This is an optimization exercise on Yosys and OpenROAD, whose aim is small area, a short achievable clock period and few clock cycles, not a production implementation.
Only simulation tests tie the RTL to the original design; equivalence was not proved.

==> design.v <==
module interpolation (
    input           clk,
    input           RST,
    input           START,
    input   [5:0]   H0,
    input   [5:0]   V0,
    input   [3:0]   SW,
    input   [3:0]   SH,
    output          REN,
    input   [7:0]   R_DATA,
    output  [11:0]  ADDR,
    output  [7:0]   O_DATA,
    output          O_VALID
);
function [11:0] add12;
    input [11:0] x;
    input [11:0] y;
    reg c;
    integer k;
    begin
        c = 1'b0;
        for (k = 0; k < 12; k = k + 1) begin
            add12[k] = x[k] ^ y[k] ^ c;
            c = (x[k] & y[k]) | (x[k] & c) | (y[k] & c);
        end
    end
endfunction
function [7:0] lerp;
    input [7:0] a;
    input [7:0] b;
    input [3:0] w;
    reg [11:0] s;
    begin
        s = add12({4'b0, a}, {4'b0, w[0] ? b : a});
        s = add12(s, {3'b0, w[1] ? b : a, 1'b0});
        s = add12(s, {2'b0, w[2] ? b : a, 2'b0});
        s = add12(s, {1'b0, w[3] ? b : a, 3'b0});
        lerp = s[11:4];
    end
endfunction
reg [5:0] h0r;
reg [3:0] swm1, shm1;
reg        r_act;            
reg        r_low;            
reg [3:0]  r_c;              
reg [4:0]  r_j;              
reg [3:0]  r_y;              
reg [11:0] addr_q;
reg        ren_q;
reg        start_q;          
reg        v1, u1, v2, u2;
reg [3:0]  y1, y2;
reg [7:0]  rd, hold;
reg [7:0]  q0, q1, q2, q3;
reg [2:0]  cnt;              
reg [2:0]  alloc;            
reg [4:0]  c_i;
reg [3:0]  c_x;              
reg [7:0]  o_data;
reg        o_valid;
assign REN = ren_q;
assign ADDR = addr_q;
assign O_DATA = o_data;
assign O_VALID = o_valid;
wire       c_last_i = c_i[4];
wire       c_go = (cnt != 3'd0) && (c_x == 4'd0 || cnt[2:1] != 2'b00);
wire [4:0] cx_sum = {1'b0, c_x} + {1'b0, swm1};
wire       pop = c_go && (c_last_i || cx_sum[4]);
reg        n_low, n_more;
reg [3:0]  n_c;
reg [4:0]  n_j;
reg [3:0]  n_y;
reg [5:0]  n_col;
reg [5:0]  n_dr;             
reg [4:0]  ysum;
always @(*) begin
    n_c = r_c;
    n_j = r_j;
    n_y = r_y;
    n_col = addr_q[5:0];
    n_low = 1'b0;
    n_more = 1'b1;
    n_dr = 6'd0;
    ysum = {1'b0, r_y} + {1'b0, shm1};
    if (r_low) begin
        n_dr = 6'h3f;
    end else if (r_c != swm1) begin
        n_c = r_c + 4'd1;
        n_col = addr_q[5:0] + 6'd1;
        n_low = (r_y != 4'd0);
        n_dr = {5'd0, n_low};
    end else begin
        n_c = 4'd0;
        n_j = r_j + 5'd1;
        n_y = ysum[3:0];
        n_col = h0r;
        n_low = (ysum[3:0] != 4'd0);
        n_dr = {4'd0, ysum[4] & n_low, ysum[4] ^ n_low};
        n_more = !r_j[4];
    end
end
wire credit = (alloc != 3'd4) || pop;
wire issue = r_act && !start_q && n_more && (r_low || credit);
wire       push = v2 && u2;
wire [7:0] kv = lerp(rd, hold, y2);
reg [7:0] s0, s1, s2, s3;
reg [2:0] wi;
always @(*) begin
    s0 = pop ? q1 : q0;
    s1 = pop ? q2 : q1;
    s2 = pop ? q3 : q2;
    s3 = q3;
    wi = cnt - {2'b0, pop};
    if (push) begin
        case (wi[1:0])
            2'd0: s0 = kv;
            2'd1: s1 = kv;
            2'd2: s2 = kv;
            2'd3: s3 = kv;
        endcase
    end
end
always @(posedge clk) begin
    rd <= R_DATA;
    hold <= rd;
    y1 <= start_q ? 4'd0 : r_y;
    u1 <= start_q || !r_low;
    y2 <= y1;
    u2 <= u1;
    q0 <= s0;
    q1 <= s1;
    q2 <= s2;
    q3 <= s3;
    o_data <= lerp(q0, q1, c_x);
    ren_q <= !(START || issue);
    if (START) begin
        h0r <= H0;
        swm1 <= SW - 4'd1;
        shm1 <= SH - 4'd1;
    end
    if (START)
        addr_q <= {V0, H0};
    else if (issue)
        addr_q <= {addr_q[11:6] + n_dr, n_col};
    if (start_q) begin
        r_low <= 1'b0;
        r_c <= 4'd0;
        r_j <= 5'd0;
        r_y <= 4'd0;
        c_i <= 5'd0;
        c_x <= 4'd0;
    end else begin
        if (issue) begin
            r_low <= n_low;
            r_c <= n_c;
            r_j <= n_j;
            r_y <= n_y;
        end
        if (c_go) begin
            if (c_last_i) begin
                c_i <= 5'd0;
                c_x <= 4'd0;
            end else begin
                c_i <= c_i + 5'd1;
                c_x <= cx_sum[3:0];
            end
        end
    end
end
always @(posedge clk or posedge RST) begin
    if (RST) begin
        r_act <= 1'b0;
        start_q <= 1'b0;
        v1 <= 1'b0;
        v2 <= 1'b0;
        cnt <= 3'd0;
        alloc <= 3'd0;
        o_valid <= 1'b0;
    end else begin
        v1 <= !ren_q;
        v2 <= v1;
        o_valid <= c_go;
        start_q <= START;
        if (start_q) begin
            r_act <= 1'b1;
            cnt <= 3'd0;
            alloc <= 3'd1;
        end else begin
            if (!n_more)
                r_act <= 1'b0;
            cnt <= cnt + {2'b0, push} - {2'b0, pop};
            alloc <= alloc + {2'b0, issue && !r_low} - {2'b0, pop};
        end
    end
end
endmodule
==> flow/run.sh <==
#!/bin/bash
# The standard ORFS layout (the standard.sh) with two changes:
#  - the port buffers are sky130_fd_sc_hd__buf_2 cells instead of the
#    cell buffer_ports picks by itself (a slow clkdlybuf4s50);
#  - clock tree synthesis adds no dummy loads.
# make's full output goes to standard.log; ORFS keeps each step's log under
# orfs/logs.
set -euo pipefail
export BUFFER_PORTS_ARGS="-buffer_cell sky130_fd_sc_hd__buf_2"
export CTS_ARGS="-sink_clustering_enable -repair_clock_nets -dont_use_dummy_load -root_buf sky130_fd_sc_hd__clkbuf_16 -buf_list sky130_fd_sc_hd__clkbuf_4"
bash standard.sh finish > standard.log 2>&1
==> standard.sh <==
#!/bin/bash
# synth_recipe.tcl (not shown) runs the flow's synth.tcl, then flattens the netlist and writes it again
# the make line also repeats each setting of config.mk as NAME=value (left out here)
make -C /OpenROAD-flow-scripts/flow DESIGN_CONFIG=/design/flow/config.mk WORK_HOME=/design/flow/orfs CLKGATE_MAP_FILE= SYNTH_SCRIPT=/design/flow/synth_recipe.tcl "${@:-finish}"
==> config.mk <==
export PLATFORM = sky130hd
export DESIGN_NAME = interpolation
export DESIGN_NICKNAME = interpolation
export VERILOG_FILES = /design/flow/design.v
export SDC_FILE = /design/flow/constraint.sdc
export NUM_CORES = 4
export LEC_CHECK = 0
export CAP_MARGIN = 20
export CORE_MARGIN = 2
export CORE_UTILIZATION = 60
export SLEW_MARGIN = 20
==> constraint.sdc <==
create_clock -name core_clock -period 30.0 [get_ports {clk}]
set_input_delay 6.0000 -clock core_clock [delete_from_list [all_inputs] [get_ports {clk}]]
set_output_delay 6.0000 -clock core_clock [all_outputs]
set_load 0.01 [all_outputs]
==> summary.md, run 1 <==
| Metric | Value |
|---|---|
| Status | complete, no violations |
| Max incr delay on CP | 0.47 ns |
| Finished Core Util | 65.1% |
| Slack of the worst reg-to-reg path | 23.24 ns |
| Final Hold Viols | 0 |
| Port bufs | 52 |
| Final Worst Setup Slack | 23.00 ns |
| Routed len/inst | 14.4 um |
| Post-Syn Instances | 626 |
| Top cell type's share of synthesized area | 22.4% |
| Syn. warnings | 1 |
| TritonCTS clock tree | built |
| Pre-CTS setup slack | 22.71 ns |
| Largest net degree at the start of global routing | 42 |
| Fin nets | 794 |
| Cell Area, Synth | 7320 um2 |
| Clock Path Buffers | 2 |
| Hold depth | 0 |
| Vias per cell | 5.51 |
| Critical Path Fanout Max | 3 |
| Worst Hold Class | register to register |
| Crit path DAT | 1.00 ns |
| DRC | 0 |
| Layout cell share with drive strength beyond 1 | 16.3% |
| Syn Nets | 744 |
| Leading post-synthesis cells by cell area | dfxtp_1 22%, fa_1 17%, edfxtp_1 14% |
| Type of origin of the critical path | register |
| Top cells by count, synth | 85 x mux2i_1, 82 x dfxtp_1, 64 x inv_1 |
| Antenna violations before repair | 0 |
| Io pins | 53 |
| WS Path Type | register to output pin |
| Top_reg_cell synth | dfxtp_1 |
| Synth Area per Inst | 11.7 um2 |
| Worst hold path startpoint | y1[3] |
| Ys async rst share | 8.66% |
| ANT cells | 0 |
| Max-capacitance violation count | 0 |
| Core ar. | 12,000 um2 |
| Die H | 114 um |
| F_max | 143 MHz |
| Post-route setup TNS | 0 ns |
| Worst-Margin Slew | 1.06 ns |
| R2R cell count | 21 |
| Final worst path period share | 23.3% |
| Vias in the first global route | 4,637 |
| Post-synth top area cell | dfxtp_1 |
| Area Overhead vs Synth | 6.39% |
| Post-DP HPWL | 9090 um |
| Horizontal die dimension | 114 um |
| Final setup viols | 0 |
| Hold Path Sink | y2[3] |
| Crit-path leading delay family | flip-flops |
| Global route total overflow | 0 |
| Total track usage | 20.3% |
| Part of the Yosys area used for sequential elements | 40.1% |
| Crit end category | output pin |
| Crit path depth | 1 |
| Dpl cells | 804 |
| RSZ-0062 raised after global routing | no |
| Skew final | 0.0257 ns |
| Critical Path RT | 24.00 ns |
| Post-synth cell types | 61 |
| Most common cell in the synthesized netlist | mux2i_1 |
| Tmin final | 7.00 ns |
| Reg2reg start | y2[0] |
| Drt first pass iters | 4 |
| CP cell instances | buf_2 |
| Initial Util | 61.2% |
| Antenna viol nets, final | 0 |
| Fin. max-slew vios | 0 |
| #FFs+latches synth | 127 |
| Initial drt markers | 234 |
| Layout Cells excl Fill | 821 |
| CTS buffer count | 17 |
| WL final | 11,900 um |
| R2r endpoint | q0[6] |
| EDFF count, synth | 34 |
| Root buf cell | clkbuf_16 |
| Worst-skew pair later-pin latency | 0.35 ns |
| Placement Rows | 40 |
| Htree depth | 4 |
| Cts hold-fix bufs | 0 |
| Critical path's slowest cell | edfxtp_1 |
| Sink Count | 127 |
| Resize count post-CTS | 0 |
| CTS clk-pin slew, worst paths | 0.10 ns |
| Slew margin rel. | 28.9% |
| Setup bufs post-CTS | 0 |
| Global-route wire length before repair | 21,100 um |
| Gpl congestion | 0.756 |
| Crit path buffers/inverters | 1 |
| Via count | 4,523 |
| Fillers | 959 |
| Die ar. | 13,100 um2 |
-- cell families (layout without fill, tap and decap cells) --
kind of cell,Yosys count,after routing,synth area share [%]
DFF,127,127,40.1
and+or+nand+nor,115,115,8.47
muxes,106,106,14.8
buffers and inverters,89,137,5.40
adders and majority gates,87,87,21.1
AOI/OAI and AO/OA,77,77,7.07
xor gates and xnor gates,25,25,2.99
-- through the flow --
step | instance area (um2) | hold slack [ns]
floorplan | 7320 | 0.310
global placement | 7650 | 0.313
detailed placement | 7650 | 0.314
CTS | 7790 | 0.339
global route | 7790 | 0.346
finish | 7790 | 0.335
-- sequential cells by signal, indices dropped and copies added, names as in the netlist, 5 cells and up --
register,flops
addr_q,12
hold,8
o_data,8
q0,8
q1,8
q2,8
q3,8
rd,8
h0r,6
c_i,5
r_j,5
-- per-layer routing --
metal  routed length (um)  up-vias  GRT usage (%)
met1                 5560     2194           27.2
met2                 5670       79           32.2
met3                  458       16           5.61
met5                    0        -              0
met4                  165        0           6.59
li1                     -     2234              -
-- final cells by class --
cell class / count / area [um2] / share of cell area (%)
sequential: 127 / 2940 / 37.7
tap: 147 / 184 / 2.36
timing repair buffer: 54 / 275 / 3.53
clock buffer: 17 / 145 / 1.86
multi-input combinational: 410 / 4000 / 51.3
inverter: 66 / 250 / 3.21
-- cell usage in the layout (no fill, tap or decap), types with 2 or more instances in the layout --
cell type / n
xor2_1: 14
nor3_1: 7
o21ai_0: 26
buf_4: 2
fa_1: 61
a211oi_1: 2
xnor2_1: 11
or4_1: 3
dfxtp_1: 82
a21o_1: 9
nor2b_1: 16
or2_2: 5
nand2_1: 30
nand2b_1: 4
a32o_1: 3
a21oi_1: 20
or3_1: 2
nor3b_1: 4
edfxtp_1: 34
nor2_1: 22
mux2i_1: 85
nor4_1: 2
clkbuf_4: 16
mux2_2: 20
nand3b_1: 2
inv_1: 64
ha_1: 26
a31o_2: 2
o32ai_1: 2
nand3_1: 7
dfrtp_1: 11
buf_2: 52
-- worst max path at each step --
stage                     startpoint         end  slack [ns]
final                      addr_q[7]     ADDR[7]       23.00
after detailed placement       START   addr_q[0]       22.71
after CTS                  addr_q[7]     ADDR[7]       22.98
after global placement         START   addr_q[0]       22.76
after global routing           y2[0]       q2[6]       22.93
after floorplan                START  addr_q[10]       22.97
Testbench counts, summed over its fixed seeds: cycles 21,452.
==> run 2: changes to the inputs <==
--- a/config.mk
+++ b/config.mk
@@ -8,4 +8,4 @@
 export CAP_MARGIN = 20
 export CORE_MARGIN = 2
 export CORE_UTILIZATION = 60
-export SLEW_MARGIN = 20
+export SLEW_MARGIN = 70
==> run 2 against run 1 <==
Net effect: register-to-register slack is essentially flat; critical path depth is the same; die area is the same; critical path type unchanged; critical endpoint unchanged; largest cell class unchanged; highest routed layer unchanged.
==> summary.md, run 2 <==
| Metric | Value |
|---|---|
| Status | complete, no violations |
| Cell Area, Synth | 7320 um2 (unchanged) |
| Sink Count | 127 (unchanged) |
| Largest net degree at the start of global routing | 42 (unchanged) |
| Final worst path period share | 23.3% (about the same) |
| Placement Rows | 40 (unchanged) |
| Layout cell share with drive strength beyond 1 | 19.0% (+2.7 points) |
| Antenna viol nets, final | 0 (unchanged) |
| RSZ-0062 raised after global routing | no |
| Synth Area per Inst | 11.7 um2 (unchanged) |
| Fin nets | 800 (+0.76%) |
| #FFs+latches synth | 127 (unchanged) |
| Ys async rst share | 8.66% (unchanged) |
| Top cell type's share of synthesized area | 22.4% (unchanged) |
| Commonest cells after routing, fill and taps aside | 85 x mux2i_1, 74 x dfxtp_1, 63 x inv_1 |
| Antenna violations before repair | 0 (unchanged) |
| Critical Path RT | 24.00 ns (about the same) |
| Finished Core Util | 66.0% (+0.87 points) |
| Io pins | 53 (unchanged) |
| F_max | 143 MHz (about the same) |
| Final setup viols | 0 (unchanged) |
| Core ar. | 12,000 um2 (unchanged) |
| CTS buffer count | 17 (unchanged) |
| Crit end category | output pin |
| Commonest non-fill, non-tap cell in the layout | mux2i_1 |
| Most common cell in the synthesized netlist | mux2i_1 |
| Critical Path Fanout Max | 3 (unchanged) |
| Vias per cell | 5.48 (-0.48%) |
| Drt first pass iters | 4 (unchanged) |
| Horizontal die dimension | 114 um (unchanged) |
| XOR/XNOR share of the synthesized area | 2.99% (unchanged) |
| WL met1 | 5680 um (+2.2%) |
| Max FFs per register | 12 (unchanged) |
| Top cells by count, synth | 85 x mux2i_1, 82 x dfxtp_1, 64 x inv_1 |
| Top_reg_cell synth | dfxtp_1 |
| Largest Register | addr_q |
| Global route total overflow | 0 (unchanged) |
| WL final | 12,000 um (+0.99%) |
| ANT cells | 0 (unchanged) |
| Critical path's slowest cell | edfxtp_1 |
| Final Hold Viols | 0 (unchanged) |
| Type of origin of the critical path | register |
| TritonCTS clock tree | built |
| Clock Path Buffers | 2 (unchanged) |
| Crit-path leading delay family | flip-flops |
| Worst-Margin Slew | 0.389 ns (-0.669 ns) |
| Syn Nets | 744 (unchanged) |
| Post-Syn Instances | 626 (unchanged) |
| Setup bufs post-CTS | 0 (unchanged) |
| Part of the Yosys area used for sequential elements | 40.1% (unchanged) |
| EDFF count, synth | 34 (unchanged) |
| Largest family of logic cells by synthesized area | adder cells |
| CTS clk-pin slew, worst paths | 0.10 ns (about the same) |
| Slack of the worst reg-to-reg path | 23.25 ns (about the same) |
| Htree depth | 4 (unchanged) |
| Post-route setup TNS | 0 ns (unchanged) |
| Die ar. | 13,100 um2 (unchanged) |
| Max-capacitance violation count | 0 (unchanged) |
| Fin. max-slew vios | 0 (unchanged) |
| Resize count post-CTS | 0 (unchanged) |
| Max incr delay on CP | 0.47 ns (about the same) |
| Highest Signal Layer | met4 |
| Via count | 4,534 (+0.24%) |
| DRC | 0 (unchanged) |
| CP cell instances | buf_2 |
| Initial drt markers | 223 (-4.7%) |
| Post-DP HPWL | 9190 um (+1.0%) |
| Total track usage | 20.5% (+0.18 points) |
| Root buf cell | clkbuf_16 |
| Tmin final | 7.00 ns (+0.00280 ns) |
| Post-Synth Simple-Gate Area | 8.47% (unchanged) |
| Crit path DAT | 1.00 ns (about the same) |
| Global-route wire length before repair | 21,100 um (about the same) |
| Synth Area in Compound Gates | 7.07% (unchanged) |
| Skew final | 0.0286 ns (+0.00292 ns) |
| Met2 WL | 5750 um (+1.3%) |
| Leading post-synthesis cells by cell area | dfxtp_1 22%, fa_1 17%, edfxtp_1 14% |
| Slew margin rel. | 74.1% (+45 points) |
| Adder-Cell Fraction of Synth Area | 21.1% (unchanged) |
| Port bufs | 52 (unchanged) |
| Die H | 114 um (unchanged) |
| Area Overhead vs Synth | 7.81% |
| Post-synth cell types | 61 (unchanged) |
| Vias in the first global route | 4,618 (-0.41%) |
| Met3 WL post-DR | 379 um (-17%) |
| Syn. warnings | 1 (unchanged) |
| Crit path buffers/inverters | 1 (unchanged) |
| Worst Hold Class | register to register |
| Initial Util | 61.2% (unchanged) |
| Worst-skew pair later-pin latency | 0.35 ns (about the same) |
| WS Path Type | register to output pin |
| Mux contribution to synthesized area | 14.8% (unchanged) |
| Routed len/inst | 14.5 um (+0.25%) |
| Post-synth top area cell | dfxtp_1 |
| Cts hold-fix bufs | 0 (unchanged) |
| Gpl congestion | 0.756 (unchanged) |
[run 2: cells by family after synthesis]
family / count (synthesis)
AND/OR/NAND/NOR: 115
AO/OA/AOI/OAI: 77
multiplexers: 106
buffers and inverters: 89
flip-flops: 127
adder cells (fa/ha/maj): 87
XOR/XNOR: 25
[run 2: layer usage]
layer  up-vias  track usage [%]
li1       2245                -
met1      2216             27.5
met2        60             32.3
met3        13             5.88
met4         0             6.50
met5         -                0
[run 2: area by class of cell]
cell class	instances	area, um2
inverter	66	250
tap	147	184
fill	967	4070
timing repair buffer	60	333
multi-input combinational	410	4040
sequential	127	2950
clock buffer	17	145
[run 2: worst reg2reg max path, stage by stage (launching register included)]
cell     delay, ns
dfxtp_1       0.56
mux2i_1       0.28
fa_1          0.21
inv_1         0.05
fa_1          0.38
fa_1          0.49
inv_1         0.05
fa_1          0.52
inv_1         0.06
fa_1          0.41
inv_1         0.08
fa_1          0.44
fa_1          0.45
fa_1          0.40
fa_1          0.39
fa_1          0.39
fa_1          0.39
fa_1          0.37
inv_1         0.07
fa_1          0.47
nand2_1       0.09
o21ai_0       0.07
[run 2: worst paths after layout]
kind	from	to	depth (start not counted)
worst min-delay path	y1[3]	y2[3]	0
worst max register to register	y2[0]	q0[6]	21
max in group asynchronous	RST	cnt[1]	2
worst max-delay path	addr_q[7]	ADDR[7]	1
worst min register to register	y1[3]	y2[3]	0
min in group asynchronous	RST	alloc[2]	2
[run 2: metrics by stage]
stage	area (um2)	setup slack (ns)	std cells	hold slack, ns
after global routing	7900	22.94	827	0.338
final	7900	23.00	827	0.325
after detailed placement	7710	22.89	809	0.314
after floorplan	7320	22.97	626	0.310
after CTS	7860	22.98	826	0.336
after global placement	7650	22.76	804	0.313
==> run 3: changes to the inputs <==
--- a/config.mk
+++ b/config.mk
@@ -7,5 +7,6 @@
 export LEC_CHECK = 0
 export CAP_MARGIN = 20
 export CORE_MARGIN = 2
-export CORE_UTILIZATION = 60
-export SLEW_MARGIN = 70
+export CORE_UTILIZATION = 75
+export PLACE_DENSITY = 0.8
+export SLEW_MARGIN = 20
==> run 3 against run 2 <==
Net effect: still clean; cell area decreased by 1.6%; first-iteration DRC count decreased by 17%; cell count decreased by 2.5%; hold slack got worse by 0.0057 ns; count of clock-buffer cells in the layout unchanged; register-to-register slack got worse by 0.06 ns; critical path depth unchanged; die area decreased by 19%; critical endpoint unchanged; largest cell class unchanged.
==> summary.md, run 3 <==
| Metric | Value |
|---|---|
| CP cell instances | buf_2 |
| Fin nets | 793 (-0.88%) |
| Status | complete, no violations |
| Top cell type's share of synthesized area | 22.4% (unchanged) |
| Core ar. | 9640 um2 (-19%) |
| Setup bufs post-CTS | 0 (unchanged) |
| Reg2reg start | y2[0] |
| Max-capacitance violation count | 0 (unchanged) |
| TritonCTS clock tree | built |
| Worst-skew pair later-pin latency | 0.38 ns (+0.03 ns) |
| Critical Path RT | 24.00 ns (about the same) |
| Vias per cell | 5.71 (+4.1%) |
| Worst Hold Class | register to register |
| Port bufs | 52 (unchanged) |
| Initial Util | 76.0% (+15 points) |
| Gpl congestion | 0.807 (+6.8%) |
| Total track usage | 26.0% (+5.5 points) |
| Crit path buffers/inverters | 1 (unchanged) |
| Routed len/inst | 15.5 um (+7.1%) |
| Post-DP HPWL | 9620 um (+4.8%) |
| DRC | 0 (unchanged) |
| Clock Path Buffers | 2 (unchanged) |
| Antenna violations before repair | 0 (unchanged) |
| Type of origin of the critical path | register |
| Area Overhead vs Synth | 6.12% |
| Largest Register | addr_q |
| Syn. warnings | 1 (unchanged) |
| CP startpoint | addr_q[7] |
| Max incr delay on CP | 0.47 ns (about the same) |
| Fin. max-slew vios | 0 (unchanged) |
| Slew margin rel. | 32.0% (-42 points) |
| Synth Area per Inst | 11.7 um2 (unchanged) |
| Die ar. | 10,600 um2 (-19%) |
| Post-synth cell types | 61 (unchanged) |
| Global route total overflow | 0 (unchanged) |
| Critical Path Fanout Max | 3 (unchanged) |
| Largest net degree at the start of global routing | 42 (unchanged) |
| #FFs+latches synth | 127 (unchanged) |
| CTS clk-pin slew, worst paths | 0.10 ns (about the same) |
| Crit path DAT | 1.01 ns (about the same) |
| WS Path Type | register to output pin |
| Sink Count | 127 (unchanged) |
| Top cells by count, synth | 85 x mux2i_1, 82 x dfxtp_1, 64 x inv_1 |
| F_max | 143 MHz (-0.16%) |
| Io pins | 53 (unchanged) |
| Skew final | 0.0334 ns (+0.00477 ns) |
| Final worst path period share | 23.4% (+0.037 points) |
| Crit-path leading delay family | flip-flops |
| Via count | 4,599 (+1.4%) |
| Worst hold path startpoint | y1[3] |
| CTS buffer count | 17 (unchanged) |
| Resize count post-CTS | 0 (unchanged) |
| Crit end category | output pin |
| Die H | 103 um (-10%) |
| Ys async rst share | 8.66% (unchanged) |
| Drt first pass iters | 4 (unchanged) |
| Horizontal die dimension | 103 um (-10%) |
| Commonest non-fill, non-tap cell in the layout | mux2i_1 |
| Top_reg_cell synth | dfxtp_1 |
| ANT cells | 0 (unchanged) |
| Initial drt markers | 185 (-17%) |
| EDFF count, synth | 34 (unchanged) |
| Max FFs per register | 12 (unchanged) |
| Htree depth | 4 (unchanged) |
| RSZ-0062 raised after global routing | no |
| Finished Core Util | 80.6% (+15 points) |
| Part of the Yosys area used for sequential elements | 40.1% (unchanged) |
| Final setup viols | 0 (unchanged) |
| Root buf cell | clkbuf_16 |
| Cts hold-fix bufs | 0 (unchanged) |
| Global-route wire length before repair | 20,900 um (-1.2%) |
| Placement Rows | 36 (-10%) |
| Commonest cells after routing, fill and taps aside | 85 x mux2i_1, 82 x dfxtp_1, 64 x inv_1 |
| Cell Area, Synth | 7320 um2 (unchanged) |
| Antenna viol nets, final | 0 (unchanged) |
| Syn Nets | 744 (unchanged) |
| Final Hold Viols | 0 (unchanged) |
| WL final | 12,500 um (+4.4%) |
| Vias in the first global route | 4,671 (+1.1%) |
| Leading post-synthesis cells by cell area | dfxtp_1 22%, fa_1 17%, edfxtp_1 14% |
| Most common cell in the synthesized netlist | mux2i_1 |
| Fillers | 634 (-34%) |
| Layout cell share with drive strength beyond 1 | 16.3% (-2.6 points) |
| Worst-Margin Slew | 1.02 ns (+0.631 ns) |
| Post-synth top area cell | dfxtp_1 |
| Critical path's slowest cell | edfxtp_1 |
| Post-route setup TNS | 0 ns (unchanged) |
| Tmin final | 7.01 ns (+0.0110 ns) |
| Post-Syn Instances | 626 (unchanged) |
run 3: cell counts after synthesis:
No cell type changed its count.
run 3: worst reg2reg max path, delay by kind of cell (launching register included):
kind | cells | cell delay [ns]
simple gates | 1 | 0.09
mux | 1 | 0.30
buf+inv | 5 | 0.33
flops | 1 | 0.56
fa+ha+maj | 13 | 5.31
compound gates | 1 | 0.08
run 3: final timing paths:
path	end	cells past startpoint	slack (ns)
worst min register to register	y2[3]	0	0.32
worst min-delay path	y2[3]	0	0.32
worst max-delay path	ADDR[7]	1	22.99
worst max register to register	q2[6]	21	23.19
min in group asynchronous	v1	2	5.61
max in group asynchronous	alloc[0]	2	24.03
run 3: layer usage:
metal | part of all wire (%) | global-route usage [%] | up-vias
li1 | - | - | 2245
met1 | 44 | 33.2 | 2245
met2 | 50 | 42.4 | 87
met3 | 3.9 | 7.25 | 22
met4 | 1.6 | 10.2 | 0
met5 | 0 | 0 | -
run 3: kinds of logic after synthesis:
family                   count (synthesis)  synth area share [%]
AO/OA/AOI/OAI                           77                  7.07
XOR/XNOR                                25                  2.99
AND/OR/NAND/NOR                        115                  8.47
flip-flops                             127                  40.1
buffers and inverters                   89                  5.40
multiplexers                           106                  14.8
adder cells (fa/ha/maj)                 87                  21.1
run 3: through the flow:
stage,area [um2],worst slack (ns),hold WS (ns),cells
6_report,7770,22.99,0.320,806
5_1_grt,7770,22.86,0.336,806
4_1_cts,7770,22.97,0.326,806
3_5_place_dp,7620,22.73,0.316,789
3_3_place_gp,7620,22.79,0.313,789
2_1_floorplan,7320,22.97,0.310,626
run 3: area by class of cell:
| class | count | area [um2] | area share (%) |
|---|---|---|---|
| Sequential cell | 127 | 2940 | 37.8 |
| Clock buffer | 17 | 145 | 1.87 |
| Tap cell | 133 | 166 | 2.14 |
| Inverter | 66 | 250 | 3.22 |
| Timing Repair Buffer | 53 | 268 | 3.44 |
| Multi-Input combinational cell | 410 | 4010 | 51.5 |
==> run 4: changes to the inputs <==
--- a/flow/run.sh
+++ b/flow/run.sh
@@ -7,5 +7,5 @@
 # orfs/logs.
 set -euo pipefail
 export BUFFER_PORTS_ARGS="-buffer_cell sky130_fd_sc_hd__buf_2"
-export CTS_ARGS="-sink_clustering_enable -repair_clock_nets -dont_use_dummy_load -root_buf sky130_fd_sc_hd__clkbuf_16 -buf_list sky130_fd_sc_hd__clkbuf_4"
+export CTS_ARGS="-sink_clustering_enable -repair_clock_nets -dont_use_dummy_load"
 bash standard.sh finish > standard.log 2>&1
--- a/config.mk
+++ b/config.mk
@@ -7,6 +7,5 @@
 export LEC_CHECK = 0
 export CAP_MARGIN = 20
 export CORE_MARGIN = 2
-export CORE_UTILIZATION = 75
-export PLACE_DENSITY = 0.8
+export CORE_UTILIZATION = 60
 export SLEW_MARGIN = 20
==> run 4 against run 3 <==
Net effect: via count fell by 1.3%; area after synthesis did not move; sequential share of layout area fell by 1.4 points; flip-flop and latch count did not move; count of clock-buffer cells in the layout did not move; die area rose by 24%; largest cell class unchanged; fmax fell by 0.33%; clock skew fell by 0.019 ns; cell area rose by 3.9%; critical path type unchanged; still clean on timing, DRC and antenna.
==> summary.md, run 4 <==
| Metric | Value |
|---|---|
| Status | complete, no violations |
| Max incr delay on CP | 0.45 ns (-0.02 ns) |
| Register area | 2940 um2 (unchanged) |
| Crit path buffers/inverters | 1 (unchanged) |
| Post-DP HPWL | 9090 um (-5.5%) |
| CTS buffer count | 17 (unchanged) |
| Io pins | 53 (unchanged) |
| Sink Count | 127 (unchanged) |
| Crit-path leading delay family | flip-flops |
| DRC | 0 (unchanged) |
| Final worst path period share | 23.5% (+0.077 points) |
| Vias per cell | 5.53 (-3.2%) |
| Skew final | 0.0143 ns (-0.0191 ns) |
| Drt first pass iters | 5 (+1) |
| Resize count post-CTS | 0 (unchanged) |
| Leading post-synthesis cells by cell area | dfxtp_1 22%, fa_1 17%, edfxtp_1 14% |
| Htree depth | 4 (unchanged) |
| Fillers | 925 (+46%) |
| Post-synth cell types | 61 (unchanged) |
| Syn. warnings | 1 (unchanged) |
| Max FFs per register | 12 (unchanged) |
| XOR/XNOR share of the synthesized area | 2.99% (unchanged) |
| Top cells by count, synth | 85 x mux2i_1, 82 x dfxtp_1, 64 x inv_1 |
| Adder-Cell Fraction of Synth Area | 21.1% (unchanged) |
| Most common cell in the synthesized netlist | mux2i_1 |
| Tmin final | 7.04 ns (+0.0230 ns) |
| Die ar. | 13,100 um2 (+24%) |
| Critical Path Fanout Max | 3 (unchanged) |
| Worst-skew pair later-pin latency | 0.42 ns (+0.04 ns) |
| Worst Hold Class | register to register |
| Setup bufs post-CTS | 0 (unchanged) |
| Final Hold Viols | 0 (unchanged) |
| Mux contribution to synthesized area | 14.8% (unchanged) |
| Post-synth top area cell | dfxtp_1 |
| Post-Synth Simple-Gate Area | 8.47% (unchanged) |
| Finished Core Util | 67.5% (-13 points) |
| Crit end category | output pin |
| Synth Area in Compound Gates | 7.07% (unchanged) |
| Fin nets | 794 (+0.13%) |
| Horizontal die dimension | 114 um (+11%) |
| Antenna viol nets, final | 0 (unchanged) |
| Critical Path RT | 24.00 ns (about the same) |
| Ys async rst share | 8.66% (unchanged) |
| Largest Register | addr_q |
| Initial drt markers | 242 (+31%) |
| Port bufs | 52 (unchanged) |
| Top_reg_cell synth | dfxtp_1 |
| CTS clk-pin slew, worst paths | 0.05 ns (-0.05 ns) |
| Global route total overflow | 0 (unchanged) |
| Core ar. | 12,000 um2 (+24%) |
| Type of origin of the critical path | register |
| CP cell instances | buf_2 |
| Syn Nets | 744 (unchanged) |
| TritonCTS clock tree | built |
| Clock Path Buffers | 2 (unchanged) |
| Total track usage | 20.7% (-5.3 points) |
| Global-route wire length before repair | 21,300 um (+2.3%) |
| Gpl congestion | 0.756 (-6.3%) |
| Antenna violations before repair | 0 (unchanged) |
| WS Path Type | register to output pin |
| Max-capacitance violation count | 0 (unchanged) |
| EDFF count, synth | 34 (unchanged) |
| Layout cell share with drive strength beyond 1 | 16.3% (-0.024 points) |
| Post-route setup TNS | 0 ns (unchanged) |
| RSZ-0062 raised after global routing | no |
| Placement Rows | 40 (+11%) |
| Final setup viols | 0 (unchanged) |
| Cts hold-fix bufs | 0 (unchanged) |
| Critical path's slowest cell | edfxtp_1 |
| #FFs+latches synth | 127 (unchanged) |
| Slew margin rel. | 28.0% (-4.1 points) |
| F_max | 142 MHz (-0.33%) |
| Fin. max-slew vios | 0 (unchanged) |
| Initial Util | 61.2% (-15 points) |
| Commonest non-fill, non-tap cell in the layout | mux2i_1 |
| Part of the Yosys area used for sequential elements | 40.1% (unchanged) |
| ANT cells | 0 (unchanged) |
| Synth Area per Inst | 11.7 um2 (unchanged) |
| Die H | 114 um (+11%) |
| Worst-Margin Slew | 1.07 ns (+0.0529 ns) |
| Crit path DAT | 1.04 ns (+0.03 ns) |
| Vias in the first global route | 4,621 (-1.1%) |
| Area Overhead vs Synth | 10.2% |
| Commonest cells after routing, fill and taps aside | 85 x mux2i_1, 82 x dfxtp_1, 64 x inv_1 |
| Routed len/inst | 14.7 um (-5.0%) |
| Cell Area, Synth | 7320 um2 (unchanged) |
| Top cell type's share of synthesized area | 22.4% (unchanged) |
| Largest net degree at the start of global routing | 42 (unchanged) |
| Multi-input gate area | 4000 um2 (-0.12%) |
| Post-Syn Instances | 626 (unchanged) |
| Largest family of logic cells by synthesized area | adder cells |
| Root buf cell | clkbuf_16 |
| Via count | 4,537 (-1.3%) |
| WL final | 12,100 um (-3.3%) |
==> run 4: cell types whose count changed in the layout (fill, tap and decap cells not counted) <==
| cell | change |
|---|---|
| buf_4 | +1 |
| nor3_1 | +1 |
| clkbuf_4 | -16 |
| nor3_2 | -1 |
| clkbuf_16 | +16 |
==> run 4: kinds of logic after synthesis <==
logic type | after synthesis
AOI/OAI and AO/OA | 77
adders and majority gates | 87
buffers and inverters | 89
muxes | 106
DFF | 127
and+or+nand+nor | 115
xor gates and xnor gates | 25
==> run 4: cell type report <==
type	instances	area share [%]
Timing Repair Buffer	54	3.41
Clock buffer	17	5.27
Inverter	66	3.10
Sequential cell	127	36.4
Tap cell	147	2.28
Multi-Input combinational cell	410	49.6
==> run 4: final timing paths <==
| path | start | to | slack [ns] | cells after the start |
|---|---|---|---|---|
| setup / recovery | addr_q[7] | ADDR[7] | 22.96 | 1 |
| hold / removal | y1[1] | y2[1] | 0.33 | 0 |
| setup reg to reg | y2[0] | q0[6] | 23.25 | 21 |
| hold reg to reg | y1[1] | y2[1] | 0.33 | 0 |
| max in group asynchronous | RST | o_valid | 24.05 | 2 |
| min in group asynchronous | RST | alloc[2] | 5.60 | 2 |
==> run 4: through the flow <==
| step | instances | worst slack [ns] | area, um2 | hold WS, ns |
|---|---|---|---|---|
| after floorplan | 626 | 22.97 | 7320 | 0.310 |
| after global placement | 804 | 22.76 | 7650 | 0.313 |
| after detailed placement | 804 | 22.71 | 7650 | 0.314 |
| after CTS | 821 | 22.94 | 8070 | 0.328 |
| after global routing | 821 | 22.92 | 8070 | 0.333 |
| final | 821 | 22.96 | 8070 | 0.326 |
==> run 4: layer usage <==
metal | routed length (um) | vias to the layer above | track usage (%)
met5 | 0 | - | 0
met4 | 147 | 0 | 7.15
met3 | 396 | 10 | 5.72
met2 | 5780 | 77 | 32.5
met1 | 5780 | 2221 | 27.8
li1 | - | 2229 | -
==> run 5: changes to the inputs <==
--- a/flow/run.sh
+++ b/flow/run.sh
@@ -7,5 +7,5 @@
 # orfs/logs.
 set -euo pipefail
 export BUFFER_PORTS_ARGS="-buffer_cell sky130_fd_sc_hd__buf_2"
-export CTS_ARGS="-sink_clustering_enable -repair_clock_nets -dont_use_dummy_load"
+export CTS_ARGS="-sink_clustering_enable -repair_clock_nets -dont_use_dummy_load -sink_clustering_size 30 -sink_clustering_max_diameter 100"
 bash standard.sh finish > standard.log 2>&1
==> run 5 against run 4 <==
Net effect: non-clock buffer count did not move; count of clock-buffer cells in the layout did not move; cell area unchanged; hold slack unchanged; via count unchanged; first-iteration DRC count stayed put; wire length unchanged; utilization unchanged; cell count did not move; clock skew unchanged; critical path type unchanged; critical endpoint unchanged; highest routed layer unchanged.
==> summary.md, run 5 <==
| Metric | Value |
|---|---|
| Status | complete, no violations |
| Initial drt markers | 242 (unchanged) |
| Port bufs | 52 (unchanged) |
| Total track usage | 20.7% (unchanged) |
| Global-route wire length before repair | 21,300 um (unchanged) |
| Io pins | 53 (unchanged) |
| Fin nets | 794 (unchanged) |
| Antenna violations before repair | 0 (unchanged) |
| Top cells by count, synth | 85 x mux2i_1, 82 x dfxtp_1, 64 x inv_1 |
| Worst-skew pair later-pin latency | 0.42 ns (about the same) |
| Setup bufs post-CTS | 0 (unchanged) |
| TritonCTS clock tree | built |
| Part of the Yosys area used for sequential elements | 40.1% (unchanged) |
| Finished Core Util | 67.5% (unchanged) |
| Layout cell share with drive strength beyond 1 | 16.3% (unchanged) |
| Crit-path leading delay family | flip-flops |
| Final Worst Setup Slack | 22.96 ns (unchanged) |
| Area Overhead vs Synth | 10.2% (unchanged) |
| Antenna viol nets, final | 0 (unchanged) |
| Final worst path period share | 23.5% (unchanged) |
| Cts hold-fix bufs | 0 (unchanged) |
| Resize count post-CTS | 0 (unchanged) |
| #FFs+latches synth | 127 (unchanged) |
| CTS clk-pin slew, worst paths | 0.05 ns (about the same) |
| Ys async rst share | 8.66% (unchanged) |
| Via count | 4,537 (unchanged) |
| Post-synth top area cell | dfxtp_1 |
| RSZ-0062 raised after global routing | no |
| Gpl congestion | 0.756 (unchanged) |
| Adder-Cell Fraction of Synth Area | 21.1% (unchanged) |
| Pre-CTS setup slack | 22.71 ns (unchanged) |
| Top_reg_cell synth | dfxtp_1 |
| Syn. warnings | 1 (unchanged) |
| Global route total overflow | 0 (unchanged) |
| Die ar. | 13,100 um2 (unchanged) |
| Leading post-synthesis cells by cell area | dfxtp_1 22%, fa_1 17%, edfxtp_1 14% |
| R2r endpoint | q0[6] |
| Max incr delay on CP | 0.45 ns (about the same) |
| Most common cell in the synthesized netlist | mux2i_1 |
| F_max | 142 MHz (unchanged) |
| Root buf cell | clkbuf_16 |
| Reg2reg start | y2[0] |
| Post-route setup TNS | 0 ns (unchanged) |
| Type of origin of the critical path | register |
| WS Path Type | register to output pin |
| Die H | 114 um (unchanged) |
| Synth Area per Inst | 11.7 um2 (unchanged) |
| Final setup viols | 0 (unchanged) |
| Slew margin rel. | 28.0% (unchanged) |
| Skew final | 0.0143 ns (unchanged) |
| Worst Hold Class | register to register |
| CP startpoint | addr_q[7] |
| Max FFs per register | 12 (unchanged) |
| Vias per cell | 5.53 (unchanged) |
| Post-Syn Instances | 626 (unchanged) |
| Crit path depth | 1 (unchanged) |
| Crit path DAT | 1.04 ns (about the same) |
| Fillers | 925 (unchanged) |
| XOR/XNOR share of the synthesized area | 2.99% (unchanged) |
| Critical Path Fanout Max | 3 (unchanged) |
| Slack of the worst reg-to-reg path | 23.25 ns (about the same) |
| Max-capacitance violation count | 0 (unchanged) |
| Commonest non-fill, non-tap cell in the layout | mux2i_1 |
| Top cell type's share of synthesized area | 22.4% (unchanged) |
| EDFF count, synth | 34 (unchanged) |
| Largest Register | addr_q |
| Clock Path Buffers | 2 (unchanged) |
| Largest family of logic cells by synthesized area | adder cells |
| Placement Rows | 40 (unchanged) |
| Htree depth | 4 (unchanged) |
| Largest net degree at the start of global routing | 42 (unchanged) |
| WL final | 12,100 um (unchanged) |
| Crit path buffers/inverters | 1 (unchanged) |
| Cell Area, Synth | 7320 um2 (unchanged) |
| Initial Util | 61.2% (unchanged) |
| R2R cell count | 21 (unchanged) |
| Routed len/inst | 14.7 um (unchanged) |
| Commonest cells after routing, fill and taps aside | 85 x mux2i_1, 82 x dfxtp_1, 64 x inv_1 |
| Synth Area in Compound Gates | 7.07% (unchanged) |
| Drt first pass iters | 5 (unchanged) |
| Worst-Margin Slew | 1.07 ns (unchanged) |
| Vias in the first global route | 4,621 (unchanged) |
| Setup crit end | ADDR[7] |
| Post-synth cell types | 61 (unchanged) |
| Post-DP HPWL | 9090 um (unchanged) |
| CP cell instances | buf_2 |
| Final Hold Viols | 0 (unchanged) |
| Syn Nets | 744 (unchanged) |
| Tmin final | 7.04 ns (unchanged) |
| Core ar. | 12,000 um2 (unchanged) |
| DRC | 0 (unchanged) |
| CTS buffer count | 17 (unchanged) |
| Fin. max-slew vios | 0 (unchanged) |
| Post-Synth Simple-Gate Area | 8.47% (unchanged) |
| Mux contribution to synthesized area | 14.8% (unchanged) |
| ANT cells | 0 (unchanged) |
| Critical path's slowest cell | edfxtp_1 |
| Min Hold Slack | 0.326 ns (unchanged) |
| Crit end category | output pin |
| Horizontal die dimension | 114 um (unchanged) |
| Sink Count | 127 (unchanged) |
| Critical Path RT | 24.00 ns (about the same) |
==> run 5: area by class of cell <==
class | instances | area [um2] | area share [%]
flip-flops and latches | 127 | 2940 | 36.4
inverters | 66 | 250 | 3.10
repair buffers | 54 | 275 | 3.41
multi-input cells | 410 | 4000 | 49.6
clock buffers | 17 | 425 | 5.27
well taps | 147 | 184 | 2.28
==> run 5: worst min path at each step <==
stage	start	endpoint	slack, ns	depth (start not counted)
after floorplan	u1	u2	0.31	0
after global placement	y1[3]	y2[3]	0.31	0
after detailed placement	y1[3]	y2[3]	0.31	0
after CTS	y1[1]	y2[1]	0.33	0
after global routing	y1[1]	y2[1]	0.33	0
final	y1[1]	y2[1]	0.33	0
==> run 5: metal layers <==
metal	routed length (um)	global-route usage [%]	part of all wire [%]
met5	0	0	0
met4	147	7.15	1.2
met3	396	5.72	3.3
met2	5780	32.5	48
met1	5780	27.8	48
==> run 5: logic make-up (layout without fill, tap and decap cells) <==
group,after synthesis,after routing
compound gates,77,77
simple gates,115,115
buf+inv,89,137
fa+ha+maj,87,87
xor+xnor,25,25
mux,106,106
flops,127,127
==> run 5: per-stage QoR <==
step	cell area, um2	std cells
finish	8070	821
detailed placement	7650	804
global placement	7650	804
floorplan	7320	626
global route	8070	821
CTS	8070	821
==> run 6: changes to the inputs <==
--- a/flow/run.sh
+++ b/flow/run.sh
@@ -7,5 +7,5 @@
 # orfs/logs.
 set -euo pipefail
 export BUFFER_PORTS_ARGS="-buffer_cell sky130_fd_sc_hd__buf_2"
-export CTS_ARGS="-sink_clustering_enable -repair_clock_nets -dont_use_dummy_load -sink_clustering_size 30 -sink_clustering_max_diameter 100"
+export CTS_ARGS="-sink_clustering_enable -repair_clock_nets -dont_use_dummy_load -sink_clustering_size 30 -sink_clustering_max_diameter 100 -buf_list sky130_fd_sc_hd__clkbuf_8"
 bash standard.sh finish > standard.log 2>&1
==> run 6 against run 5 <==
Net effect: utilization down 1.6 points; highest routed layer unchanged; fmax down 0.42%; register-to-register slack about the same; area after synthesis stayed put; hold slack better by 0.00066 ns; setup slack worse by 0.030 ns; global-route usage fell by 0.23 points; critical endpoint unchanged; critical path type unchanged.
==> summary.md, run 6 <==
| Metric | Value |
|---|---|
| Largest Register | addr_q |
| Root buf cell | clkbuf_8 |
| Drt first pass iters | 4 (-1) |
| Fillers | 950 (+2.7%) |
| Final Hold Viols | 0 (unchanged) |
| Max incr delay on CP | 0.45 ns (about the same) |
| Post-DP HPWL | 9090 um (unchanged) |
| WS Path Type | register to output pin |
| Worst-skew pair later-pin latency | 0.43 ns (about the same) |
| Commonest cells after routing, fill and taps aside | 85 x mux2i_1, 82 x dfxtp_1, 64 x inv_1 |
| Crit end category | output pin |
| Post-route setup TNS | 0 ns (unchanged) |
| Die ar. | 13,100 um2 (unchanged) |
| Most common cell in the synthesized netlist | mux2i_1 |
| Reg2reg start | y2[0] |
| WL final | 11,900 um (-1.3%) |
| Min Hold Slack | 0.327 ns (+0.000655 ns) |
| Final worst path period share | 23.6% (+0.098 points) |
| Max-capacitance violation count | 0 (unchanged) |
| Crit-path leading delay family | flip-flops |
| Part of the Yosys area used for sequential elements | 40.1% (unchanged) |
| R2R cell count | 21 (unchanged) |
| TritonCTS clock tree | built |
| Setup bufs post-CTS | 0 (unchanged) |
| Worst-Margin Slew | 1.09 ns (+0.0198 ns) |
| Tmin final | 7.07 ns (+0.0295 ns) |
| Ys async rst share | 8.66% (unchanged) |
| Resize count post-CTS | 0 (unchanged) |
| Htree depth | 4 (unchanged) |
| Area Overhead vs Synth | 7.60% |
| Io pins | 53 (unchanged) |
| Synth Area per Inst | 11.7 um2 (unchanged) |
| DRC | 0 (unchanged) |
| Critical Path Fanout Max | 3 (unchanged) |
| CP cell instances | buf_2 |
| Sink Count | 127 (unchanged) |
| Worst Hold Class | register to register |
| Setup crit end | ADDR[7] |
| Gpl congestion | 0.756 (unchanged) |
| Skew final | 0.0194 ns (+0.00518 ns) |
| Top cell type's share of synthesized area | 22.4% (unchanged) |
| Die H | 114 um (unchanged) |
| Slack of the worst reg-to-reg path | 23.25 ns (about the same) |
| Cts hold-fix bufs | 0 (unchanged) |
| F_max | 142 MHz (-0.42%) |
| Crit path depth | 1 (unchanged) |
| Vias per cell | 5.50 (-0.42%) |
| Critical path's slowest cell | edfxtp_1 |
| Status | complete, no violations |
| Antenna viol nets, final | 0 (unchanged) |
| Initial Util | 61.2% (unchanged) |
| Max FFs per register | 12 (unchanged) |
| Clock Path Buffers | 2 (unchanged) |
| Post-synth cell types | 61 (unchanged) |
| Finished Core Util | 65.9% (-1.6 points) |
| Crit path buffers/inverters | 1 (unchanged) |
| Slew margin rel. | 26.6% (-1.3 points) |
| Vias in the first global route | 4,647 (+0.56%) |
| Total track usage | 20.5% (-0.23 points) |
| Global-route wire length before repair | 21,200 um (-0.68%) |
| Final setup viols | 0 (unchanged) |
| CTS clk-pin slew, worst paths | 0.07 ns (+0.02 ns) |
| Post-synth top area cell | dfxtp_1 |
| Type of origin of the critical path | register |
| ANT cells | 0 (unchanged) |
| EDFF count, synth | 34 (unchanged) |
| Initial drt markers | 169 (-30%) |
| Fin. max-slew vios | 0 (unchanged) |
| #FFs+latches synth | 127 (unchanged) |
| Syn. warnings | 1 (unchanged) |
| Routed len/inst | 14.5 um (-1.3%) |
| RSZ-0062 raised after global routing | no |
| Fin nets | 794 (unchanged) |
| Horizontal die dimension | 114 um (unchanged) |
| Leading post-synthesis cells by cell area | dfxtp_1 22%, fa_1 17%, edfxtp_1 14% |
| Core ar. | 12,000 um2 (unchanged) |
| Top_reg_cell synth | dfxtp_1 |
| Cell Area, Synth | 7320 um2 (unchanged) |
| Placement Rows | 40 (unchanged) |
| Antenna violations before repair | 0 (unchanged) |
| Syn Nets | 744 (unchanged) |
| Via count | 4,518 (-0.42%) |
| Global route total overflow | 0 (unchanged) |
| Crit path DAT | 1.07 ns (+0.03 ns) |
| Critical Path RT | 24.00 ns (about the same) |
| Post-Syn Instances | 626 (unchanged) |
| Layout cell share with drive strength beyond 1 | 16.3% (unchanged) |
| Top cells by count, synth | 85 x mux2i_1, 82 x dfxtp_1, 64 x inv_1 |
| CTS buffer count | 17 (unchanged) |
| R2r endpoint | q0[6] |
| Largest net degree at the start of global routing | 42 (unchanged) |
| Port bufs | 52 (unchanged) |
| CP startpoint | addr_q[7] |
| Commonest non-fill, non-tap cell in the layout | mux2i_1 |
-- run 6: cell counts after synthesis --
Identical to the previous run, type by type.
-- run 6: cell type report --
| type | count | area [um2] | share of cell area [%] |
|---|---|---|---|
| sequential | 127 | 2940 | 37.3 |
| tap | 147 | 184 | 2.33 |
| clock buffer | 17 | 234 | 2.97 |
| timing repair buffer | 54 | 275 | 3.49 |
| inverter | 66 | 250 | 3.18 |
| multi-input combinational | 410 | 4000 | 50.8 |
-- run 6: per-layer routing --
metal / vias up / global-route usage [%] / part of all wire (%)
li1: 2230 / - / -
met1: 2191 / 27.1 / 47
met2: 85 / 32.5 / 48
met3: 12 / 5.88 / 3.8
met4: 0 / 6.83 / 1.2
met5: - / 0 / 0
-- run 6: how the worst min path moves through the flow --
stage / startpoint / to / slack, ns / cells after the start
after global placement: y1[3] / y2[3] / 0.31 / 0
final: y1[3] / y2[3] / 0.33 / 0
after floorplan: u1 / u2 / 0.31 / 0
after CTS: y1[3] / y2[3] / 0.33 / 0
after detailed placement: y1[3] / y2[3] / 0.31 / 0
after global routing: y1[1] / y2[1] / 0.34 / 0
-- run 6: cells by family after synthesis --
kind of cell             synth area share, %
buffers and inverters                   5.40
XOR/XNOR                                2.99
flip-flops                              40.1
AND/OR/NAND/NOR                         8.47
adder cells (fa/ha/maj)                 21.1
multiplexers                            14.8
AO/OA/AOI/OAI                           7.07
-- run 6: worst register-to-register path, stage by stage, from the launching register on --
cell and delay, ns:
dfxtp_1 0.53, mux2i_1 0.28, fa_1 0.21, inv_1 0.05, fa_1 0.38, fa_1 0.49
inv_1 0.05, fa_1 0.53, inv_1 0.06, fa_1 0.41, inv_1 0.08, fa_1 0.43
fa_1 0.45, fa_1 0.40, fa_1 0.39, fa_1 0.39, fa_1 0.40, fa_1 0.37
inv_1 0.07, fa_1 0.47, nand2_1 0.09, o21ai_0 0.08
-- run 6: stage by stage --
step / std cells / setup WS [ns] / instance area (um2)
final: 821 / 22.93 / 7880
after detailed placement: 804 / 22.71 / 7650
after global routing: 821 / 22.88 / 7880
after global placement: 804 / 22.76 / 7650
after CTS: 821 / 22.90 / 7880
after floorplan: 626 / 22.97 / 7320
==> run 7: changes to the inputs <==
--- a/flow/run.sh
+++ b/flow/run.sh
@@ -7,5 +7,5 @@
 # orfs/logs.
 set -euo pipefail
 export BUFFER_PORTS_ARGS="-buffer_cell sky130_fd_sc_hd__buf_2"
-export CTS_ARGS="-sink_clustering_enable -repair_clock_nets -dont_use_dummy_load -sink_clustering_size 30 -sink_clustering_max_diameter 100 -buf_list sky130_fd_sc_hd__clkbuf_8"
+export CTS_ARGS="-sink_clustering_enable -repair_clock_nets -dont_use_dummy_load -root_buf sky130_fd_sc_hd__clkbuf_16 -buf_list sky130_fd_sc_hd__clkbuf_8"
 bash standard.sh finish > standard.log 2>&1
==> run 7 against run 6 <==
Net effect: utilization up 0.094 points; via count up 0.13%; first-iteration DRC count rose by 38%; cell area is 0.14% higher; synthesized cell count did not move; global-route usage about the same; cell count unchanged; clock skew is essentially flat; count of clock-buffer cells in the layout unchanged; critical path type unchanged; critical endpoint unchanged; highest routed layer unchanged.
==> summary.md, run 7 <==
| Metric | Value |
|---|---|
| CTS clk-pin slew, worst paths | 0.07 ns (about the same) |
| Leading post-synthesis cells by cell area | dfxtp_1 22%, fa_1 17%, edfxtp_1 14% |
| Crit path buffers/inverters | 1 (unchanged) |
| DRC | 0 (unchanged) |
| Die ar. | 13,100 um2 (unchanged) |
| Top cell type's share of synthesized area | 22.4% (unchanged) |
| Antenna viol nets, final | 0 (unchanged) |
| TritonCTS clock tree | built |
| Vias per cell | 5.51 (+0.13%) |
| ANT cells | 0 (unchanged) |
| Max FFs per register | 12 (unchanged) |
| Fillers | 949 (-0.11%) |
| Drt first pass iters | 5 (+1) |
| Ys async rst share | 8.66% (unchanged) |
| Resize count post-CTS | 0 (unchanged) |
| Routed len/inst | 14.6 um (about the same) |
| Final setup viols | 0 (unchanged) |
| Syn Nets | 744 (unchanged) |
| Crit path DAT | 0.99 ns (-0.08 ns) |
| Synth Area per Inst | 11.7 um2 (unchanged) |
| Syn. warnings | 1 (unchanged) |
| Worst Hold Class | register to register |
| Global-route wire length before repair | 21,200 um (unchanged) |
| Sink Count | 127 (unchanged) |
| Area Overhead vs Synth | 7.76% |
| Post-synth cell types | 61 (unchanged) |
| Worst-Margin Slew | 1.09 ns (+0.00101 ns) |
| Cts hold-fix bufs | 0 (unchanged) |
| Htree depth | 4 (unchanged) |
| Adder-Cell Fraction of Synth Area | 21.1% (unchanged) |
| Initial Util | 61.2% (unchanged) |
| Io pins | 53 (unchanged) |
| F_max | 143 MHz (+1.1%) |
| Core ar. | 12,000 um2 (unchanged) |
| WL final | 11,900 um (about the same) |
| Dpl cell area | 7650 um2 (unchanged) |
| Status | complete, no violations |
| Commonest non-fill, non-tap cell in the layout | mux2i_1 |
| Clock Path Buffers | 2 (unchanged) |
| Via count | 4,524 (+0.13%) |
| Post-Synth Simple-Gate Area | 8.47% (unchanged) |
| Largest family of logic cells by synthesized area | adder cells |
| Synth Area in Compound Gates | 7.07% (unchanged) |
| RSZ-0062 raised after global routing | no |
| Vias in the first global route | 4,646 (-0.022%) |
| Total track usage | 20.5% (+0.034 points) |
| Horizontal die dimension | 114 um (unchanged) |
| CP cell instances | buf_2 |
| Max-capacitance violation count | 0 (unchanged) |
| Critical Path Fanout Max | 3 (unchanged) |
| Die H | 114 um (unchanged) |
| Tmin final | 6.99 ns (-0.0792 ns) |
| Placement Rows | 40 (unchanged) |
| Fin nets | 794 (unchanged) |
| WS Path Type | register to output pin |
| Most common cell in the synthesized netlist | mux2i_1 |
| Top_reg_cell synth | dfxtp_1 |
| Setup bufs post-CTS | 0 (unchanged) |
| Gpl congestion | 0.756 (unchanged) |
| Post-route setup TNS | 0 ns (unchanged) |
| Critical path's slowest cell | edfxtp_1 |
| Max incr delay on CP | 0.45 ns (about the same) |
| Finished Cell Area | 7890 um2 (+0.14%) |
| Crit end category | output pin |
| Part of the Yosys area used for sequential elements | 40.1% (unchanged) |
| Post-synth top area cell | dfxtp_1 |
| Final Hold Viols | 0 (unchanged) |
| #FFs+latches synth | 127 (unchanged) |
| Final worst path period share | 23.3% (-0.26 points) |
| EDFF count, synth | 34 (unchanged) |
| Layout cell share with drive strength beyond 1 | 16.3% (unchanged) |
| Post-Syn Instances | 626 (unchanged) |
| Largest Register | addr_q |
| Fin. max-slew vios | 0 (unchanged) |
| Top cells by count, synth | 85 x mux2i_1, 82 x dfxtp_1, 64 x inv_1 |
| Critical Path RT | 24.00 ns (about the same) |
| Mux contribution to synthesized area | 14.8% (unchanged) |
| Slew margin rel. | 26.6% (-0.068 points) |
| Worst-skew pair later-pin latency | 0.35 ns (-0.08 ns) |
| Commonest cells after routing, fill and taps aside | 85 x mux2i_1, 82 x dfxtp_1, 64 x inv_1 |
| Initial drt markers | 233 (+38%) |
| Cell Area, Synth | 7320 um2 (unchanged) |
| Crit-path leading delay family | flip-flops |
| Finished Core Util | 66.0% (+0.094 points) |
| Type of origin of the critical path | register |
| Post-DP HPWL | 9090 um (unchanged) |
| Largest net degree at the start of global routing | 42 (unchanged) |
| CTS buffer count | 17 (unchanged) |
| Port bufs | 52 (unchanged) |
| Global route total overflow | 0 (unchanged) |
| Root buf cell | clkbuf_16 |
| Skew final | 0.0190 ns (-0.000419 ns) |
| XOR/XNOR share of the synthesized area | 2.99% (unchanged) |
| Antenna violations before repair | 0 (unchanged) |
-- run 7: cell counts after synthesis --
No cell type changed its count.
-- run 7: logic make-up after synthesis --
| logic type | after synthesis |
|---|---|
| AO/OA/AOI/OAI | 77 |
| XOR/XNOR | 25 |
| buffers and inverters | 89 |
| adder cells (fa/ha/maj) | 87 |
| flip-flops | 127 |
| multiplexers | 106 |
| AND/OR/NAND/NOR | 115 |
-- run 7: per-layer routing --
layer / wire length (um) / GRT usage (%) / up-vias / share of wire, %
met5: 0 / 0 / - / 0
li1: - / - / 2232 / -
met3: 478 / 6.51 / 9 / 4.0
met2: 5740 / 32.4 / 89 / 48
met1: 5590 / 27.1 / 2194 / 47
met4: 135 / 6.26 / 0 / 1.1
-- run 7: layout make-up --
cell class	count	area, um2	area share [%]
sequential	127	2940	37.2
multi-input combinational	410	4000	50.7
timing repair buffer	54	275	3.49
tap	147	184	2.33
inverter	66	250	3.17
clock buffer	17	245	3.11
-- run 7: worst paths after layout --
| path | startpoint | end | slack, ns | depth (start not counted) |
|---|---|---|---|---|
| max | addr_q[7] | ADDR[7] | 23.01 | 1 |
| min | y1[3] | y2[3] | 0.33 | 0 |
| max reg2reg | y2[0] | q0[6] | 23.25 | 21 |
| min reg2reg | y1[3] | y2[3] | 0.33 | 0 |
| max in group asynchronous | RST | cnt[1] | 23.98 | 2 |
| min in group asynchronous | RST | alloc[0] | 5.66 | 2 |
-- run 7: stage by stage --
step                      std cells  setup slack (ns)  hold WS [ns]
after floorplan                 626             22.97         0.310
after global placement          804             22.76         0.313
after detailed placement        804             22.71         0.314
after CTS                       821             22.99         0.331
after global routing            821             22.93         0.337
final                           821             23.01         0.326

-- afterwards: timing with drivers on the ports --
Ports are ideal in the flow. The routed layouts listed here were re-timed in OpenROAD.
Step 1 sets driving cells, clkbuf_16 on the clock port and buf_2 on the other inputs (assumed; they add their load-dependent delay and slew).
Step 2 adds t to the input delays and takes it off the output delays; t is the mean of the earliest and latest rising clock arrival at the registers after step 1. Input paths then give back, and output paths get back, about the clock's delay inside the block.
Three values: ideal ports, drivers, drivers and shift; two values: the first two.
run | shift t [ns] | setup WS [ns] | worst setup path after step 2 | latest minus earliest clock arrival (ns) | pins driven straight from the clock port
run 1 | 0.383 | 23.000 / 22.958 / 22.736 | input to register | 0.041 / 0.041 | 1
run 2 | 0.383 | 22.997 / 22.956 / 22.989 | input to register | 0.041 / 0.041 | 1
run 3 | 0.400 | 22.986 / 22.947 / 22.730 | input to register | 0.033 / 0.034 | 1
run 4 | 0.449 | 22.963 / 22.921 / 22.717 | input to register | 0.020 / 0.020 | 1
run 5 | 0.449 | 22.963 / 22.921 / 22.717 | input to register | 0.020 / 0.020 | 1
run 6 | 0.464 | 22.934 / 22.895 / 22.727 | input to register | 0.030 / 0.030 | 1
run 7 | 0.392 | 23.013 / 22.970 / 22.721 | input to register | 0.029 / 0.029 | 1
After both steps every run listed still meets setup and hold. For run 7, which loses most, drivers alone change the setup slack by -0.043 ns; drivers and shift together by -0.292 ns.
